Background: an optimization exercise with open tools, aiming at small area and a short achievable clock period. Do not read the settings as production practice.
RTL that was checked went through simulation tests only; none was proved equivalent to the original.
No activity file was given, so power comes from the tool's default toggle rates.

Setup of try-willow:
==> module valu, before the edit <==
module valu (
	input	[2:0]	i_st,		 
	input	[2:0]	i_ad,		 
	input			i_inv,		 
	input			i_sum,		 
	input			i_lx,		 
	input			i_ly,		 
	input			i_cmp,		 
	input			i_signed,	 
	input			i_shr,		 
	input			i_shl,		 
	input	[63:0]	i_a,
	input	[63:0]	i_b,
	output	[63:0]	o_result
);
	wire	[63:0]	a = i_a;
	wire	[63:0]	b = i_b;
	genvar	i, c, k;
	function automatic bnd;
		input integer pos;
		input w8, t16, t32;
		begin
			if (pos % 64 == 0)		bnd = 1'b1;
			else if (pos % 32 == 0)	bnd = t32;
			else if (pos % 16 == 0)	bnd = t16;
			else					bnd = w8;
		end
	endfunction
	wire	[7:0]	lsb8;
	generate for (c = 0; c < 8; c = c + 1) begin : g_lsb
		assign lsb8[c] = bnd(8*c, i_ad[0], i_ad[1], i_ad[2]);
	end endgenerate
	wire	[63:0]	p = a ^ b;
	wire	[63:0]	g = a & b;
	wire	[63:0]	pm, gm;
	generate for (i = 0; i < 64; i = i + 1) begin : g_pg
		if (i % 8 == 0) begin
			assign gm[i] = lsb8[i/8] ? (g[i] | (p[i] & i_inv)) : g[i];
			assign pm[i] = lsb8[i/8] ? 1'b0 : p[i];
		end else begin
			assign gm[i] = g[i];
			assign pm[i] = p[i];
		end
	end endgenerate
	wire	[63:0]	bp [0:3];
	wire	[63:0]	bg [0:3];
	assign	bp[0] = pm;
	assign	bg[0] = gm;
	generate for (k = 0; k < 3; k = k + 1) begin : g_pre
		for (i = 0; i < 64; i = i + 1) begin : g_b
			if ((i >> k) & 1) begin
				assign bg[k+1][i] = bg[k][i] | (bp[k][i] & bg[k][((i >> k) << k) - 1]);
				assign bp[k+1][i] = bp[k][i] & bp[k][((i >> k) << k) - 1];
			end else begin
				assign bg[k+1][i] = bg[k][i];
				assign bp[k+1][i] = bp[k][i];
			end
		end
	end endgenerate
	wire	[7:0]	yp [0:3];
	wire	[7:0]	yg [0:3];
	generate for (c = 0; c < 8; c = c + 1) begin : g_y
		assign yp[0][c] = bp[3][8*c+7];
		assign yg[0][c] = bg[3][8*c+7];
	end
	for (k = 0; k < 3; k = k + 1) begin : g_ypre
		for (c = 0; c < 8; c = c + 1) begin : g_c
			if ((c >> k) & 1) begin
				assign yg[k+1][c] = yg[k][c] | (yp[k][c] & yg[k][((c >> k) << k) - 1]);
				assign yp[k+1][c] = yp[k][c] & yp[k][((c >> k) << k) - 1];
			end else begin
				assign yg[k+1][c] = yg[k][c];
				assign yp[k+1][c] = yp[k][c];
			end
		end
	end endgenerate
	wire	[63:0]	co;
	generate for (i = 0; i < 64; i = i + 1) begin : g_co
		if (i < 8)
			assign co[i] = bg[3][i];
		else
			assign co[i] = bg[3][i] | (bp[3][i] & yg[3][i/8 - 1]);
	end endgenerate
	wire	[63:0]	cin;
	generate for (i = 0; i < 64; i = i + 1) begin : g_cin
		if (i == 0)				assign cin[i] = i_inv;
		else if (i % 8 == 0)	assign cin[i] = lsb8[i/8] ? i_inv : co[i-1];
		else					assign cin[i] = co[i-1];
	end endgenerate
	wire	[63:0]	sum = p ^ cin;
	wire	[7:0]	cmpv;
	generate for (c = 0; c < 8; c = c + 1) begin : g_cmpv
		assign cmpv[c] = (i_signed ? p[8*c+7] : 1'b1) ^ co[8*c+7];
	end endgenerate
	wire	[7:0]	cmpl;
	generate for (c = 0; c < 8; c = c + 1) begin : g_cmpl
		assign cmpl[c] = i_ad[0] ? cmpv[c] : i_ad[1] ? cmpv[c | 1] : i_ad[2] ? cmpv[c | 3] : cmpv[7];
	end endgenerate
	wire	[5:0]	sel [0:7];
	wire	[7:0]	pbig, fill, big;
	generate for (c = 0; c < 8; c = c + 1) begin : g_sel
		assign sel[c] = b[8*c +: 6];
		assign pbig[c] = b[8*c+6];
		assign fill[c] = b[8*c+7];
	end
	for (c = 0; c < 8; c = c + 1) begin : g_big
		assign big[c] = pbig[c] |
						(~i_st[0] & pbig[c ^ 1]) |
						(~i_st[1] & (pbig[c ^ 2] | pbig[c ^ 3])) |
						(~i_st[2] & (pbig[c ^ 4] | pbig[c ^ 5] | pbig[c ^ 6] | pbig[c ^ 7]));
	end endgenerate
	function integer lvl;
		input integer i, k;
		integer q;
		begin
			lvl = 0;
			for (q = i + 1; q <= i + (1 << k); q = q + 1) begin
				if (q % 64 == 0)							lvl = 4;
				else if (q % 32 == 0 && k < 5 && lvl < 3)	lvl = 3;
				else if (q % 16 == 0 && k < 4 && lvl < 2)	lvl = 2;
				else if (q % 8 == 0 && k < 3 && lvl < 1)	lvl = 1;
			end
		end
	endfunction
	wire	[63:0]	x [0:6];
	assign	x[0] = a;
	generate for (k = 0; k < 6; k = k + 1) begin : g_sh
		for (i = 0; i < 64; i = i + 1) begin : g_b
			wire	src;
			wire	crs;
			if (lvl(i, k) == 4)			assign crs = 1'b1;
			else if (lvl(i, k) == 3)	assign crs = i_st[2];
			else if (lvl(i, k) == 2)	assign crs = i_st[1];
			else if (lvl(i, k) == 1)	assign crs = i_st[0];
			else						assign crs = 1'b0;
			if (i + (1 << k) >= 64)
				assign src = fill[i/8];
			else
				assign src = crs ? fill[i/8] : x[k][i + (1 << k)];
			assign x[k+1][i] = sel[i/8][k] ? src : x[k][i];
		end
	end endgenerate
	wire	[63:0]	shr = x[6];
	generate for (i = 0; i < 64; i = i + 1) begin : g_res
		wire	cmpbit = (i % 8 == 0) ? (lsb8[i/8] & cmpl[i/8]) : 1'b0;
		assign o_result[i] =
			(i_sum & sum[i]) |
			(i_lx & p[i]) |
			(i_ly & g[i]) |
			(i_cmp & cmpbit) |
			(i_shr & ~big[i/8] & shr[i]) |
			(i_shr & big[i/8] & fill[i/8]) |
			(i_shl & ~big[i/8] & shr[63-i]);
	end endgenerate
endmodule
Settings: LEC_CHECK=0, ABC_AREA=1, CAP_MARGIN=40, CORE_MARGIN=2, CORE_UTILIZATION=40, PLACE_DENSITY=0.5, SLEW_MARGIN=40, SYNTH_HIERARCHICAL=1; clock period 9.0 ns.
standard.sh (not shown) runs the stock make flow with config.mk's settings and CLKGATE_MAP_FILE= SYNTH_SCRIPT=/design/flow/synth_recipe.tcl, a recipe that flattens the netlist after the stock synthesis.
==> flow/flow/run.sh <==
#!/bin/bash
set -euo pipefail
cd "$(dirname "$0")/.."
W=$PWD
export FLOW_SYNTH_TCL=$W/synth_recipe.tcl
export ABC_SCRIPT_FILE=$W/flow/abc_map.script
bash standard.sh SYNTH_SCRIPT=$W/flow/synth_wrap.tcl SETUP_SLACK_MARGIN=6 CTS_CLUSTER_SIZE=20 CTS_CLUSTER_DIAMETER=80 \
	"BUFFER_PORTS_ARGS=-buffer_cell sky130_fd_sc_hd__buf_2" \
	finish > standard.log 2>&1
==> flow/flow/abc_map.script <==
strash
dch
map -B 0.5
topo
stime -c
buffer -c
upsize -c
dnsize -c
stime -c
==> flow/flow/synth_wrap.tcl <==
# Synthesis = the standard synthesis script (synth_recipe.tcl), with one
# change: ABC maps the logic with the script in ABC_SCRIPT_FILE instead of
# ORFS's abc_area.script. Registers are not touched by ABC.
proc abc {args} {
  set i [lsearch -exact $args -script]
  if { $i >= 0 && [info exists ::env(ABC_SCRIPT_FILE)] } {
    lset args [expr { $i + 1 }] $::env(ABC_SCRIPT_FILE)
  }
  puts "abc (wrapped): $args"
  yosys abc {*}$args
}
source $::env(FLOW_SYNTH_TCL)
Relative to try-willow, the following input files were edited for try-xenon:
diff --git a/flow/design.v b/flow/design.v
--- a/flow/design.v
+++ b/flow/design.v
@@ -41,47 +41,24 @@
 			assign gm[i] = g[i];
 			assign pm[i] = p[i];
 		end
 	end endgenerate
-	wire	[63:0]	bp [0:3];
-	wire	[63:0]	bg [0:3];
-	assign	bp[0] = pm;
-	assign	bg[0] = gm;
-	generate for (k = 0; k < 3; k = k + 1) begin : g_pre
+	wire	[63:0]	pg [0:6];
+	wire	[63:0]	gg [0:6];
+	assign	pg[0] = pm;
+	assign	gg[0] = gm;
+	generate for (k = 0; k < 6; k = k + 1) begin : g_pre
 		for (i = 0; i < 64; i = i + 1) begin : g_b
 			if ((i >> k) & 1) begin
-				assign bg[k+1][i] = bg[k][i] | (bp[k][i] & bg[k][((i >> k) << k) - 1]);
-				assign bp[k+1][i] = bp[k][i] & bp[k][((i >> k) << k) - 1];
+				assign gg[k+1][i] = gg[k][i] | (pg[k][i] & gg[k][((i >> k) << k) - 1]);
+				assign pg[k+1][i] = pg[k][i] & pg[k][((i >> k) << k) - 1];
 			end else begin
-				assign bg[k+1][i] = bg[k][i];
-				assign bp[k+1][i] = bp[k][i];
+				assign gg[k+1][i] = gg[k][i];
+				assign pg[k+1][i] = pg[k][i];
 			end
 		end
 	end endgenerate
-	wire	[7:0]	yp [0:3];
-	wire	[7:0]	yg [0:3];
-	generate for (c = 0; c < 8; c = c + 1) begin : g_y
-		assign yp[0][c] = bp[3][8*c+7];
-		assign yg[0][c] = bg[3][8*c+7];
-	end
-	for (k = 0; k < 3; k = k + 1) begin : g_ypre
-		for (c = 0; c < 8; c = c + 1) begin : g_c
-			if ((c >> k) & 1) begin
-				assign yg[k+1][c] = yg[k][c] | (yp[k][c] & yg[k][((c >> k) << k) - 1]);
-				assign yp[k+1][c] = yp[k][c] & yp[k][((c >> k) << k) - 1];
-			end else begin
-				assign yg[k+1][c] = yg[k][c];
-				assign yp[k+1][c] = yp[k][c];
-			end
-		end
-	end endgenerate
-	wire	[63:0]	co;
-	generate for (i = 0; i < 64; i = i + 1) begin : g_co
-		if (i < 8)
-			assign co[i] = bg[3][i];
-		else
-			assign co[i] = bg[3][i] | (bp[3][i] & yg[3][i/8 - 1]);
-	end endgenerate
+	wire	[63:0]	co = gg[6];
 	wire	[63:0]	cin;
 	generate for (i = 0; i < 64; i = i + 1) begin : g_cin
 		if (i == 0)				assign cin[i] = i_inv;
 		else if (i % 8 == 0)	assign cin[i] = lsb8[i/8] ? i_inv : co[i-1];
Findings:
- The run showing the smaller worst path buffer plus inverter count is try-willow.
- Peak ir drop on the vdd network for try-xenon is higher than for try-willow.
- From try-willow to try-xenon the numbers moved as follows: net switching power went up by 0.0060 mW; met2 usage went up by 0.18 points; number of signal-net buffers in the layout went down by 7.1%.
- Min post-route cell area across try-xenon and try-willow: try-willow
- Run comparison: try-willow launching instance or port of the critical path r_b[40]; try-xenon launching instance or port of the critical path i_sew[6]
- [compare] base=try-willow new=try-xenon: share of the core filled with cells in the final layout lower; sum of met2 wire segment lengths after detailed routing higher; non-filler instance count after layout higher; clock-buffer cell count higher; gate count of the mapped netlist higher.
For try-willow, only the layout was checked, not whether the RTL still works.

[separate check: timing with driven ports]
No port has a modelled driver above. Below, the same layouts with a new extraction and two added sets of constraints. Step 1 sets driving cells, clkbuf_16 on the clock port and buf_2 on the other inputs (assumed; they add their load-dependent delay and slew). Step 2 moves the port delays by t, midway between the first and last clock arrival at a register: inputs arrive t later, outputs are due t later. That takes back most of the time a late clock gives input paths. a / b / c = ideal ports / drivers / drivers and shift; a / b = the first two.
run | t (ns) | slack for setup (ns) | worst setup path at the end
try-willow | 0.583 | 5.925 / 5.925 / 5.491 | input to register
try-xenon | 0.577 | 6.010 / 6.037 / 5.472 | input to register
After both steps setup and hold are still met in every run listed. For try-xenon, which loses most, drivers alone change the setup slack by +0.027 ns; drivers and shift together by -0.538 ns.
